Context: an optimization exercise on an open-source flow, tuned for small area. The choices shown serve that exercise and are no tape-out recipe.
Function was checked by simulation only, so behaviour that the tests miss may differ from the original.
Power is estimated from default activity; no workload was simulated.

==> run P <==
==> flow/design.v (excerpt) <==
module systolic_pe_array(clk,rst,load_wght,ifmap0,ifmap1,ifmap2,ifmap3,ifmap4,ifmap5,ifmap6,ifmap7,wght0,wght1,wght2,wght3,wght4,wght5,wght6,wght7,sum_in0,sum_in1,sum_in2,sum_in3,sum_in4,sum_in5,sum_in6,sum_in7,accum0,accum1,accum2,accum3,accum4,accum5,accum6,accum7);
input clk, rst, load_wght;
input [7:0] ifmap0, ifmap1, ifmap2, ifmap3, ifmap4, ifmap5, ifmap6, ifmap7;
input [7:0] wght0, wght1, wght2, wght3, wght4, wght5, wght6, wght7;
input [15:0] sum_in0, sum_in1, sum_in2, sum_in3, sum_in4, sum_in5, sum_in6, sum_in7;
output [15:0] accum0, accum1, accum2, accum3, accum4, accum5, accum6, accum7;
reg [4:0] cnt;
always @(posedge clk or posedge rst)
    if (rst) cnt <= 5'd0;
    else if (!cnt[4]) cnt <= cnt + 5'd1;
wire vld = cnt[4];
wire vld0 = cnt[4] | (&cnt[3:0]);
reg [7:0] w0_0, w0_1, w0_2, w0_3, w0_4, w0_5, w0_6, w0_7;
reg [7:0] w1_0, w1_1, w1_2, w1_3, w1_4, w1_5, w1_6, w1_7;
reg [7:0] w2_0, w2_1, w2_2, w2_3, w2_4, w2_5, w2_6, w2_7;
reg [7:0] w3_0, w3_1, w3_2, w3_3, w3_4, w3_5, w3_6, w3_7;
  ...
Settings: LEC_CHECK=0, CAP_MARGIN=20, CORE_MARGIN=2, CORE_UTILIZATION=55, CTS_BUF_LIST=sky130_fd_sc_hd__clkbuf_16, CTS_CLUSTER_DIAMETER=80, CTS_CLUSTER_SIZE=30, SLEW_MARGIN=20; clock period 5.5 ns.
standard.sh (not shown) runs the stock make flow with config.mk's settings and CLKGATE_MAP_FILE= SYNTH_SCRIPT=/design/flow/synth_recipe.tcl, a recipe that flattens the netlist after the stock synthesis.
==> flow/flow/run.sh <==
#!/bin/bash
set -euo pipefail
W=$PWD
export MY_FLOW_DIR=$W/flow
grep -q 'SYNTH_SCRIPT=' standard.sh
sed -e "s#SYNTH_SCRIPT=[^ ]*#SYNTH_SCRIPT=$W/flow/synth.tcl ADDER_MAP_FILE= 'BUFFER_PORTS_ARGS=-buffer_cell sky130_fd_sc_hd__buf_1'#" standard.sh > my_standard.sh
bash my_standard.sh "$@" > flow_make.log 2>&1
==> flow/flow/cells_map.v <==
// Maps the design's adder cells onto the library's adder cells.
module fa_cell(a, b, c, s, co);
input a, b, c;
output s, co;
sky130_fd_sc_hd__fa_1 _TECHMAP_REPLACE_ (.A(a), .B(b), .CIN(c), .SUM(s), .COUT(co));
endmodule

module ha_cell(a, b, s, co);
input a, b;
output s, co;
sky130_fd_sc_hd__ha_1 _TECHMAP_REPLACE_ (.A(a), .B(b), .SUM(s), .COUT(co));
endmodule

module bpp_n(one, two, a, b, neg, y);
input one, two, a, b, neg;
output y;
wire mn;
sky130_fd_sc_hd__a22oi_1 g0 (.A1(one), .A2(a), .B1(two), .B2(b), .Y(mn));
sky130_fd_sc_hd__xor2_1 g1 (.A(mn), .B(neg), .X(y));
endmodule

module bpp_p(one, two, a, b, neg, y);
input one, two, a, b, neg;
output y;
wire mn;
sky130_fd_sc_hd__a22oi_1 g0 (.A1(one), .A2(a), .B1(two), .B2(b), .Y(mn));
sky130_fd_sc_hd__xnor2_1 g1 (.A(mn), .B(neg), .Y(y));
endmodule

module bpp0_n(one, a, neg, y);
input one, a, neg;
output y;
wire mn;
sky130_fd_sc_hd__nand2_1 g0 (.A(one), .B(a), .Y(mn));
sky130_fd_sc_hd__xor2_1 g1 (.A(mn), .B(neg), .X(y));
endmodule

module bpp8_p(one, two, a, neg, y);
input one, two, a, neg;
output y;
wire mn;
sky130_fd_sc_hd__o21ai_1 g0 (.A1(one), .A2(two), .B1(a), .Y(mn));
sky130_fd_sc_hd__xnor2_1 g1 (.A(mn), .B(neg), .Y(y));
endmodule
==> flow/flow/synth.tcl <==
# The standard synthesis (synth_recipe.tcl), except:
#  - before the first synth call, the design's fa_cell/ha_cell instances become the library's
#    full/half adder cells (cells_map.v), so the adder trees keep the structure the RTL gives;
#  - synth's fine step skips its generic "abc -fast".
# Registers are untouched, so they keep the standard synthesis's names and cell types.
set ::my_mapped 0
proc synth {args} {
  if {!$::my_mapped} {
    set ::my_mapped 1
    yosys techmap -map $::env(MY_FLOW_DIR)/cells_map.v
    yosys hierarchy -top $::env(DESIGN_NAME)
  }
  if {[lsearch -exact $args "fine:"] >= 0} {
    yosys synth -nofsm -noshare -noabc {*}$args
  } else {
    yosys synth -nofsm -noshare {*}$args
  }
}
source $::env(SCRIPTS_DIR)/synth.tcl
# left out here: clear keep_hierarchy, flatten, clean up, hide names made inside functions, write 1_2_yosys.v
==> run H: changes against run P <==
==> flow/flow/run.sh (replaced) <==
#!/bin/bash
set -euo pipefail
W=$PWD
export MY_FLOW_DIR=$W/flow
grep -q 'SYNTH_SCRIPT=' standard.sh
sed -e "s#SYNTH_SCRIPT=[^ ]*#SYNTH_SCRIPT=$W/flow/synth.tcl ADDER_MAP_FILE= 'BUFFER_PORTS_ARGS=-buffer_cell sky130_fd_sc_hd__buf_1' 'CTS_ARGS=-sink_clustering_enable -repair_clock_nets -dont_use_dummy_load -sink_clustering_size 30 -sink_clustering_max_diameter 80 -buf_list sky130_fd_sc_hd__clkbuf_16'#" standard.sh > my_standard.sh
bash my_standard.sh "$@" > flow_make.log 2>&1
CORE_UTILIZATION = 65   (was 55)
GPL_TIMING_DRIVEN = 0   (was default)
==> run Y: changes against run P <==
CTS_BUF_LIST = sky130_fd_sc_hd__clkbuf_8   (was sky130_fd_sc_hd__clkbuf_16)
CTS_CLUSTER_DIAMETER = 50   (was 80)
CTS_CLUSTER_SIZE = 18   (was 30)
==> qor summary <==
metric	run H	run Y	run P
Maximum clock rate	0.1875 GHz	0.1915 GHz	0.1928 GHz
Cell Area, Placed	179300 sq um	184600 sq um	184600 sq um
Crit-path max FO	16	8	8
Inst Count DP	17548	18789	18789
Post-Route Hold Slack	295.0 ps	118.5 ps	267.3 ps
End point of the most critical hold path	x0_1[2]	x0_1[6]	x2_1[2]
Metal-1 WL	160600 um	167600 um	167400 um
Detail Route met2 WL	183100 um	193300 um	193200 um
Transition at the pin with the smallest max-transition slack	1075 ps	1161 ps	1145 ps
DP Worst Slack	-307.6 ps	349.8 ps	349.8 ps
M3 GR Usage	0.03498	0.02371	0.02359
HPWL reported at the end of detailed placement	293900 um	296000 um	296000 um
Maximum number of pins on one net before global-route repair	31	154	154
Worst slew margin	0.2833	0.2179	0.2285
Total via count after detailed routing	103220	105301	103839
Net switching component of the power	35120 uW	37390 uW	35910 uW
Power per Cell Area	518.7 nW/um^2	517.8 nW/um^2	510.1 nW/um^2
H-Tree Level Count	4	5	4
Worst R2R End	p5_5[15]	p2_3[15]	p2_3[15]
Cell internal pwr	60240 uW	63040 uW	61350 uW
Clock buffers	170	388	180
Result of the run	timing/DRC/antenna clean	timing/DRC/antenna clean	timing/DRC/antenna clean
Core ar.	265300 sq um	314200 sq um	314200 sq um
Fraction of power consumed by sequential logic	0.391	0.367	0.379
Met1 track demand over resource in global routing	0.3917	0.3285	0.3290
Die height	520.5 um	565.5 um	565.5 um
Combinational group share of total power	0.475	0.447	0.462

-- static timing again, ports no longer ideal --
Ports are ideal in the flow. The routed layouts listed here were re-timed in OpenROAD.
Step 1: set_driving_cell puts a clkbuf_16 on clk and a buf_2 on each other input, an assumption about the parent block.
Step 2 moves the port delays by t, midway between the first and last clock arrival at a register: inputs arrive t later, outputs are due t later. That takes back most of the time a late clock gives input paths.
Three values: no drivers, after step 1, after step 2; two values: the first two.
| run | t (ns) | slack for setup (ns) | worst slew at a driven data input, ns |
|---|---|---|---|
| run P | 0.990 | 0.313 / 0.313 / 0.313 | 0.07 |
| run H | 0.964 | 0.166 / 0.166 / 0.166 | 0.13 |
| run Y | 1.185 | 0.278 / 0.278 / 0.278 | 0.07 |
After both steps setup and hold are still met in every run listed.
